What follows belongs to an exercise in optimizing a design on an open flow for a short achievable clock period and few clock cycles; a production flow would make more cautious choices.
Function was checked by simulation only, so behaviour that the tests miss may differ from the original.
No driver is modelled on the clock port, so clock power and skew are understated where the tree is cut down; a real chip needs a root buffer or a tree.
Power is estimated from default activity; no workload was simulated.

==> exp/zinc: inputs <==
## ARM
module ARM (
  input clk, rst,
  output [31:0] imem_addr,
  input [31:0] imem_rdata,
  output [31:0] dmem_addr, dmem_wdata,
  output dmem_we, dmem_re,
  input [31:0] dmem_rdata
);
clock: 33.0 ns
lec_check: 0
abc_clock_period_in_ps: 3000
cap_margin: 20
core_margin: 2
core_utilization: 50
slew_margin: 20
standard.sh (not shown) runs the stock make flow with config.mk's settings and CLKGATE_MAP_FILE= SYNTH_SCRIPT=/design/flow/synth_recipe.tcl, a recipe that flattens the netlist after the stock synthesis.
==> flow/flow/run.sh <==
#!/bin/bash
# Standard ORFS layout, with two changes in how it is made (the clock period
# and constraints stay the design's):
#  - the timing repair steps aim for a large setup slack (flow/margin.txt);
#  - the clock tree is a balanced two-level tree built by flow/cts_hook.tcl.
set -euo pipefail
MARGIN=$(cat flow/margin.txt)
HOOK=$PWD/flow/cts_hook.tcl
export PRE_CTS_TCL=$HOOK
bash standard.sh SETUP_SLACK_MARGIN=$MARGIN PRE_CTS_TCL=$HOOK finish > flow_make.log 2>&1
==> flow/flow/cts_hook.tcl <==
# Build a two-level clock tree: NR root clkbuf_16 driven by the clk port, each
# driving a share of K leaf clkbuf_16 placed at k-means centres of the flops.
proc kmeans {pts k iters} {
  # pts: list of {x y}; returns list of centre {x y}
  set n [llength $pts]
  set cs {}
  for {set i 0} {$i < $k} {incr i} { lappend cs [lindex $pts [expr {int($i * $n / $k)}]] }
  for {set it 0} {$it < $iters} {incr it} {
    set sx [lrepeat $k 0.0]; set sy [lrepeat $k 0.0]; set sn [lrepeat $k 0]
    set asg {}
    foreach p $pts {
      lassign $p px py
      set best 0; set bd 1e30; set j 0
      foreach c $cs {
        lassign $c cx cy
        set d [expr {abs($px-$cx)+abs($py-$cy)}]
        if {$d < $bd} { set bd $d; set best $j }
        incr j
      }
      lappend asg $best
      lset sx $best [expr {[lindex $sx $best]+$px}]
      lset sy $best [expr {[lindex $sy $best]+$py}]
      lset sn $best [expr {[lindex $sn $best]+1}]
    }
    set ncs {}
    for {set j 0} {$j < $k} {incr j} {
      if {[lindex $sn $j] > 0} {
        lappend ncs [list [expr {[lindex $sx $j]/[lindex $sn $j]}] [expr {[lindex $sy $j]/[lindex $sn $j]}]]
      } else { lappend ncs [lindex $cs $j] }
    }
    set cs $ncs
  }
  return [list $cs $asg]
}

# Split a group of point indices into groups of at most cap points, by
# repeated two-way k-means.
proc split_group {pts idx cap} {
  if {[llength $idx] <= $cap} { return [list $idx] }
  set sub {}
  foreach i $idx { lappend sub [lindex $pts $i] }
  lassign [kmeans $sub 2 20] cs asg
  set a {}; set b {}
  set j 0
  foreach i $idx {
    if {[lindex $asg $j] == 0} { lappend a $i } else { lappend b $i }
    incr j
  }
  if {[llength $a] == 0 || [llength $b] == 0} {
    set h [expr {[llength $idx] / 2}]
    set a [lrange $idx 0 [expr {$h - 1}]]
    set b [lrange $idx $h end]
  }
  return [concat [split_group $pts $a $cap] [split_group $pts $b $cap]]
}

proc centre {pts idx} {
  set sx 0.0; set sy 0.0
  foreach i $idx { lassign [lindex $pts $i] x y; set sx [expr {$sx + $x}]; set sy [expr {$sy + $y}] }
  set n [llength $idx]
  return [list [expr {$sx / $n}] [expr {$sy / $n}]]
}

proc build_tree {K NR cap} {
  set db [ord::get_db]
  set block [ord::get_db_block]
  set master [$db findMaster sky130_fd_sc_hd__clkbuf_16]
  set clk [$block findNet clk]
  set sinks {}
  set pts {}
  foreach it [$clk getITerms] {
    set inst [$it getInst]
    set bb [$inst getBBox]
    lappend sinks $it
    lappend pts [list [expr {([$bb xMin]+[$bb xMax])/2.0}] [expr {([$bb yMin]+[$bb yMax])/2.0}]]
  }
  lassign [kmeans $pts $K 30] cs asg
  set groups {}
  for {set j 0} {$j < $K} {incr j} { lappend groups {} }
  set i 0
  foreach a $asg { lset groups $a [concat [lindex $groups $a] $i]; incr i }
  set leaves {}
  foreach g $groups {
    if {[llength $g] == 0} { continue }
    foreach h [split_group $pts $g $cap] { lappend leaves $h }
  }
  set lcs {}
  foreach g $leaves { lappend lcs [centre $pts $g] }
  puts "clock tree: [llength $sinks] sinks, [llength $leaves] leaf buffers, $NR roots"
  # roots: split the leaves into NR (1, 2 or 4) equal groups, by x then by y
  set order [lsort -real -index 1 [lmap c $lcs i [lsearch -all $lcs *] {list $i [lindex $c 0]}]]
  set nl [llength $lcs]
  set halves [list [lrange $order 0 [expr {$nl / 2 - 1}]] [lrange $order [expr {$nl / 2}] end]]
  if {$NR == 1} { set halves [list $order] }
  set groups2 {}
  foreach h $halves {
    if {$NR == 4} {
      set hy [lsort -real -index 1 [lmap e $h {list [lindex $e 0] [lindex [lindex $lcs [lindex $e 0]] 1]}]]
      set m [expr {[llength $hy] / 2}]
      lappend groups2 [lrange $hy 0 [expr {$m - 1}]] [lrange $hy $m end]
    } else {
      lappend groups2 $h
    }
  }
  set rasg [lrepeat $nl 0]
  set rcs {}
  set r 0
  foreach g $groups2 {
    set sx 0.0; set sy 0.0
    foreach e $g {
      set j [lindex $e 0]
      lset rasg $j $r
      lassign [lindex $lcs $j] x y
      set sx [expr {$sx + $x}]; set sy [expr {$sy + $y}]
    }
    lappend rcs [list [expr {$sx / [llength $g]}] [expr {$sy / [llength $g]}]]
    incr r
  }
  set rnets {}
  for {set r 0} {$r < $NR} {incr r} {
    set b [odb::dbInst_create $block $master "ctsroot_$r"]
    lassign [lindex $rcs $r] x y
    $b setLocation [expr {int($x)}] [expr {int($y)}]
    $b setPlacementStatus PLACED
    [$b findITerm A] connect $clk
    set n [odb::dbNet_create $block "clknet_root_$r"]
    $n setSigType CLOCK
    [$b findITerm X] connect $n
    lappend rnets $n
  }
  set j 0
  foreach g $leaves {
    set b [odb::dbInst_create $block $master "ctsleaf_$j"]
    lassign [lindex $lcs $j] x y
    # move the leaf part of the way towards its root: shorter root nets,
    # longer leaf nets (which have 16 times the drive between them)
    lassign [lindex $rcs [lindex $rasg $j]] rx ry
    set x [expr {$x + 0.9 * ($rx - $x)}]
    set y [expr {$y + 0.9 * ($ry - $y)}]
    $b setLocation [expr {int($x)}] [expr {int($y)}]
    $b setPlacementStatus PLACED
    [$b findITerm A] connect [lindex $rnets [lindex $rasg $j]]
    set n [odb::dbNet_create $block "clknet_leaf_$j"]
    $n setSigType CLOCK
    [$b findITerm X] connect $n
    foreach i $g {
      set it [lindex $sinks $i]
      $it disconnect
      $it connect $n
    }
    incr j
  }
}

# Place each output port's flip-flop next to the port's buffer, when the
# flip-flop drives nothing else (the detailed placement after this legalizes).
proc pull_output_flops {} {
  set block [ord::get_db_block]
  set moved 0
  foreach bt [$block getBTerms] {
    if {[$bt getIoType] != "OUTPUT"} { continue }
    set net [$bt getNet]
    set buf ""
    foreach it [$net getITerms] { if {[$it isOutputSignal]} { set buf [$it getInst] } }
    if {$buf == ""} { continue }
    set ait [$buf findITerm A]
    if {$ait == "NULL"} { continue }
    set ain [$ait getNet]
    if {$ain == "NULL"} { continue }
    set ff ""
    set nload 0
    foreach it [$ain getITerms] {
      if {[$it isOutputSignal]} { set ff [$it getInst] } else { incr nload }
    }
    if {$ff == "" || $nload != 1 || ![[$ff getMaster] isSequential]} { continue }
    lassign [$buf getLocation] x y
    $ff setLocation $x $y
    $ff setPlacementStatus PLACED
    incr moved
  }
  puts "pull_output_flops: moved $moved flip-flops"
}

# ---------------------------------------------------------------------------
# Hook run by ORFS's cts.tcl (PRE_CTS_TCL) after the placed design is loaded:
# build a balanced two-level tree (4 root clkbuf_16 on the clock port, leaf
# clkbuf_16 at k-means centres of the flip-flops, at most 24 flip-flops each, a quarter of the leaves on each root)
# instead of TritonCTS's three-level H-tree, then make the flow's own
# clock_tree_synthesis call a no-op. Every flip-flop sees the same two buffer
# levels; nothing is skewed on purpose.
pull_output_flops
set nsinks [llength [[[ord::get_db_block] findNet clk] getITerms]]
set nleaf [expr {($nsinks + 21) / 22}]
build_tree $nleaf 4 24
set_propagated_clock [all_clocks]
rename clock_tree_synthesis __orig_clock_tree_synthesis
proc clock_tree_synthesis {args} {
  puts "clock tree built by cts_hook.tcl; TritonCTS skipped"
}
Other scripts of this flow, unchanged in this note and not shown: flow/flow/margin.txt
==> exp/harbor (differences from exp/zinc) <==
--- a/flow/design.v
+++ b/flow/design.v
@@ -33,16 +33,19 @@
   reg        btb_v;
   reg [29:0] btb_tag, btb_tgt;
   reg [3:0]  btb_cond;
   reg        fN, fZ, fC, fV;
   reg        ex_wb, ex_S, ex_ld, ex_st;
   reg [3:0]  ex_cond, ex_rd;
   reg [31:0] ex_a, ex_m, ex_b;
   reg        ex_bm;               
+  reg        ex_late;             
+  reg [4:0]  ex_rot2;
+  reg [31:0] ex_mask2;
   reg [3:0]  sa, sm;              
   reg        ex_arith, ex_sub, ex_c1, ex_cuse, ex_cinv;
   reg        ex_and, ex_orr, ex_eor, ex_mov, ex_mvn;
   reg [31:0] mem_res, mem_wdata;
   reg [3:0]  mem_rd;
   reg        mem_wb, mem_we, mem_re;
   reg [31:0] wb_ld, wb_alu;
   reg        wb_isld, wb_wb;
@@ -64,21 +67,36 @@
   wire [31:0] pp = A ^ Bx;
   wire [31:0] kk = {A[30:0] | Bx[30:0], cin};
   wire z_arith = &(~(pp ^ kk));
   wire z_logic = ~|lres;
   wire nN = res[31];
   wire nZ = ex_arith ? z_arith : z_logic;
   wire nC = ex_arith & (sum[32] ^ ex_sub);
   wire nV = ex_arith & ((A[31] & Bx[31] & !sum[31]) | (!A[31] & !Bx[31] & sum[31]));
+  wire [63:0] rot2x = {mem_res, mem_res} >> ex_rot2;
+  wire [31:0] B2 = rot2x[31:0] & ex_mask2;
+  wire [31:0] B2x = B2 ^ {32{ex_sub}};
+  wire [32:0] sum2 = {1'b0, A} + {1'b0, B2x} + {32'd0, cin};
+  wire [31:0] lres2 = ({32{ex_and}} & (A & B2)) | ({32{ex_orr}} & (A | B2)) |
+                      ({32{ex_eor}} & (A ^ B2)) | ({32{ex_mov}} & B2) |
+                      ({32{ex_mvn}} & ~B2);
+  wire [31:0] res2 = ex_arith ? sum2[31:0] : lres2;
+  wire n2C = ex_arith & (sum2[32] ^ ex_sub);
+  wire n2V = ex_arith & ((A[31] & B2x[31] & !sum2[31]) | (!A[31] & !B2x[31] & sum2[31]));
+  wire [31:0] resx = ex_late ? res2 : res;
   wire setf = ex_S & cp;
   wire fN_n = setf ? nN : fN;
   wire fZ_n = setf ? nZ : fZ;
   wire fC_n = setf ? nC : fC;
   wire fV_n = setf ? nV : fV;
+  wire fN_r = !setf ? fN : ex_late ? res2[31] : nN;
+  wire fZ_r = !setf ? fZ : ex_late ? ~|res2 : nZ;
+  wire fC_r = !setf ? fC : ex_late ? n2C : nC;
+  wire fV_r = !setf ? fV : ex_late ? n2V : nV;
   wire [31:0] di = ir;
   wire [1:0] mode = di[27:26];
   wire [3:0] opc = di[24:21];
   wire       is_br = (mode == 2'b10);
   wire       is_mem = (mode == 2'b01);
   wire       d_ld = is_mem & di[20];
   wire       d_st = is_mem & !di[20];
   wire       d_S = (mode == 2'b00) & di[20];
@@ -92,19 +110,21 @@
   wire br_taken = id_valid & is_br & cond_ok(di[31:28], fN_n, fZ_n, fC_n, fV_n);
   wire [29:0] br_target = id_pc4 + {{6{di[23]}}, di[23:0]};
   wire ex_w = ex_wb & cp;
   wire hE_a = ex_w & (ex_rd == rn);
   wire hM_a = mem_wb & (mem_rd == rn);
   wire hE_m = ex_w & (ex_rd == s2);
   wire hM_m = mem_wb & (mem_rd == s2);
   wire need_sh = !d_useimm & (di[11:7] != 5'd0);
-  wire stall = id_valid & !is_br &
-               ((ex_ld & cp & ((use_rn & (ex_rd == rn)) | (use_s2 & (ex_rd == s2)))) |
-                (need_sh & (hE_m | (hM_m & mem_re))));
+  wire late = need_sh & hE_m;
+  wire stall = id_valid &
+               ((!is_br & ex_ld & cp & ((use_rn & (ex_rd == rn)) | (use_s2 & (ex_rd == s2)))) |
+                (!is_br & need_sh & !hE_m & hM_m & mem_re) |
+                (is_br & ex_late & ex_S));
   wire [63:0] irot = {24'd0, di[7:0], 24'd0, di[7:0]} >> {di[11:8], 1'b0};
   wire [31:0] d_imm = is_mem ? {{20{di[11]}}, di[11:0]} :
                       di[25] ? irot[31:0] : 32'd0;
   wire [4:0] shamt = di[11:7];
   wire [1:0] shtyp = di[6:5];
   wire [4:0] d_rot = (shtyp == 2'b00) ? (5'd0 - shamt) : shamt;
   wire [31:0] d_mask = d_useimm ? 32'd0 :
                        (shtyp == 2'b00) ? (32'hffffffff << shamt) :
@@ -151,32 +171,32 @@
       pc <= pc_next;
       if (stall) begin
       end else if (br_taken) begin
         id_valid <= eq_t;
         if (!eq_t) btb_v <= 1'b1;
       end else begin
         id_valid <= ok_nt;
       end
-      {fN, fZ, fC, fV} <= {fN_n, fZ_n, fC_n, fV_n};
+      {fN, fZ, fC, fV} <= {fN_r, fZ_r, fC_r, fV_r};
       ex_wb <= go & d_wb;
       ex_S  <= go & d_S;
       ex_ld <= go & d_ld;
       ex_st <= go & d_st;
       mem_wb <= ex_w;
       mem_re <= ex_ld & cp;
       wb_wb <= mem_wb;
     end
   end
   reg [29:0] o_ia;
   reg [31:0] o_da;
   reg        o_re;
   always @(posedge clk) begin
     o_ia <= rst ? 30'd0 : pc_next;    
-    o_da <= (ex_ld | ex_st) ? res : 32'd0;
+    o_da <= (ex_ld | ex_st) ? res : 32'd0;    
     o_re <= !rst & ex_ld & cp;
     mem_we <= !rst & ex_st & cp;
   end
   always @(posedge clk) begin
     if (!stall) ir <= imem_rdata;
     if (!stall) begin
       id_pc <= pc;
       id_pc4 <= pc + 30'd1;
@@ -187,29 +207,32 @@
       btb_cond <= di[31:28];
     end
     ex_cond <= di[31:28];
     ex_rd <= rd;
     ex_a <= rn_val;
     ex_m <= s2_val;
     ex_b <= d_b;
     ex_bm <= !d_useimm & !need_sh;
+    ex_late <= late;
+    ex_rot2 <= d_rot;
+    ex_mask2 <= d_mask;
     sa <= {!hE_a & !hM_a, !hE_a & hM_a & !mem_re, !hE_a & hM_a & mem_re, hE_a};
     sm <= {!hE_m & !hM_m, !hE_m & hM_m & !mem_re, !hE_m & hM_m & mem_re, hE_m};
     ex_arith <= o_add | o_adc | o_sub | o_sbc;
     ex_sub <= o_sub | o_sbc;
     ex_c1 <= o_sub;
     ex_cuse <= o_adc | o_sbc;
     ex_cinv <= o_sbc;
     ex_and <= o_and;
     ex_orr <= o_orr;
     ex_eor <= o_eor;
     ex_mov <= o_mov;
     ex_mvn <= o_mvn;
-    mem_res <= res;
+    mem_res <= resx;
     mem_wdata <= M;
     mem_rd <= ex_rd;
     wb_ld <= dmem_rdata;
     wb_alu <= mem_res;
     wb_isld <= mem_re;
     wb_rd <= mem_rd;
     if (wb_wb && wb_rd != 4'd15) rf[wb_rd] <= wb_val;
   end
--- a/flow/flow/cts_hook.tcl
+++ b/flow/flow/cts_hook.tcl
@@ -179,21 +179,21 @@
     incr moved
   }
   puts "pull_output_flops: moved $moved flip-flops"
 }
 
 # ---------------------------------------------------------------------------
 # Hook run by ORFS's cts.tcl (PRE_CTS_TCL) after the placed design is loaded:
 # build a balanced two-level tree (4 root clkbuf_16 on the clock port, leaf
-# clkbuf_16 at k-means centres of the flip-flops, at most 24 flip-flops each, a quarter of the leaves on each root)
+# clkbuf_16 at k-means centres of the flip-flops, at most 20 flip-flops each, a quarter of the leaves on each root)
 # instead of TritonCTS's three-level H-tree, then make the flow's own
 # clock_tree_synthesis call a no-op. Every flip-flop sees the same two buffer
 # levels; nothing is skewed on purpose.
 pull_output_flops
 set nsinks [llength [[[ord::get_db_block] findNet clk] getITerms]]
-set nleaf [expr {($nsinks + 21) / 22}]
-build_tree $nleaf 4 24
+set nleaf [expr {($nsinks + 17) / 18}]
+build_tree $nleaf 4 20
 set_propagated_clock [all_clocks]
 rename clock_tree_synthesis __orig_clock_tree_synthesis
 proc clock_tree_synthesis {args} {
   puts "clock tree built by cts_hook.tcl; TritonCTS skipped"
 }
==> notes <==
Between exp/zinc and exp/harbor, the lower synthesized cell count is in exp/zinc (gap 22%, measured against exp/harbor). Power: exp/harbor is larger than exp/zinc (about 60%). Between exp/harbor and exp/zinc, the lower routed wire length is in exp/zinc (gap about 25%, measured against exp/zinc). Fmax: exp/zinc is higher than exp/harbor (about 0.6%). Between exp/zinc and exp/harbor, the lower design area is in exp/zinc (gap 12%, measured against exp/harbor). Between exp/zinc and exp/harbor, the lower via count is in exp/zinc (gap 21%, measured against exp/harbor). Of exp/harbor and exp/zinc, exp/zinc has the higher sequential share of layout area (gap 4.4 points). Clock skew: exp/harbor is higher than exp/zinc (15 ps). In exp/zinc the sequential power is smaller than in exp/harbor, by about 13%. Against exp/harbor, the setup slack of exp/zinc is higher by 43 ps.
Testbench counts of exp/zinc, summed over its fixed seeds: cycles 39,811.
Testbench counts of exp/harbor, summed over its fixed seeds: cycles 39,566.
In every run of this note, the design's own scripts or RTL, not TritonCTS, make the clock network.

separate check: timing with driven ports:
In the flow no input, the clock included, has a driving cell. The finished layouts below were timed again as built, in two steps. Step 1 sets driving cells, clkbuf_16 on the clock port and buf_2 on the other inputs (assumed; they add their load-dependent delay and slew). Step 2 also shifts input and output timing later by t, the mid clock arrival at the registers, as if the neighbouring blocks saw the same clock. Three values: ideal, step 1, step 2; two values: the first two.
| run | t, ns | slack for setup (ns) | worst setup path at the end |
|---|---|---|---|
| exp/zinc | 0.584 | 25.515 / 25.341 / 25.391 | input to register |
| exp/harbor | 0.617 | 25.472 / 25.302 / 25.283 | input to register |
After both steps every run listed still meets setup and hold. For exp/harbor, which loses most, drivers alone change the setup slack by -0.170 ns; drivers and shift together by -0.189 ns.
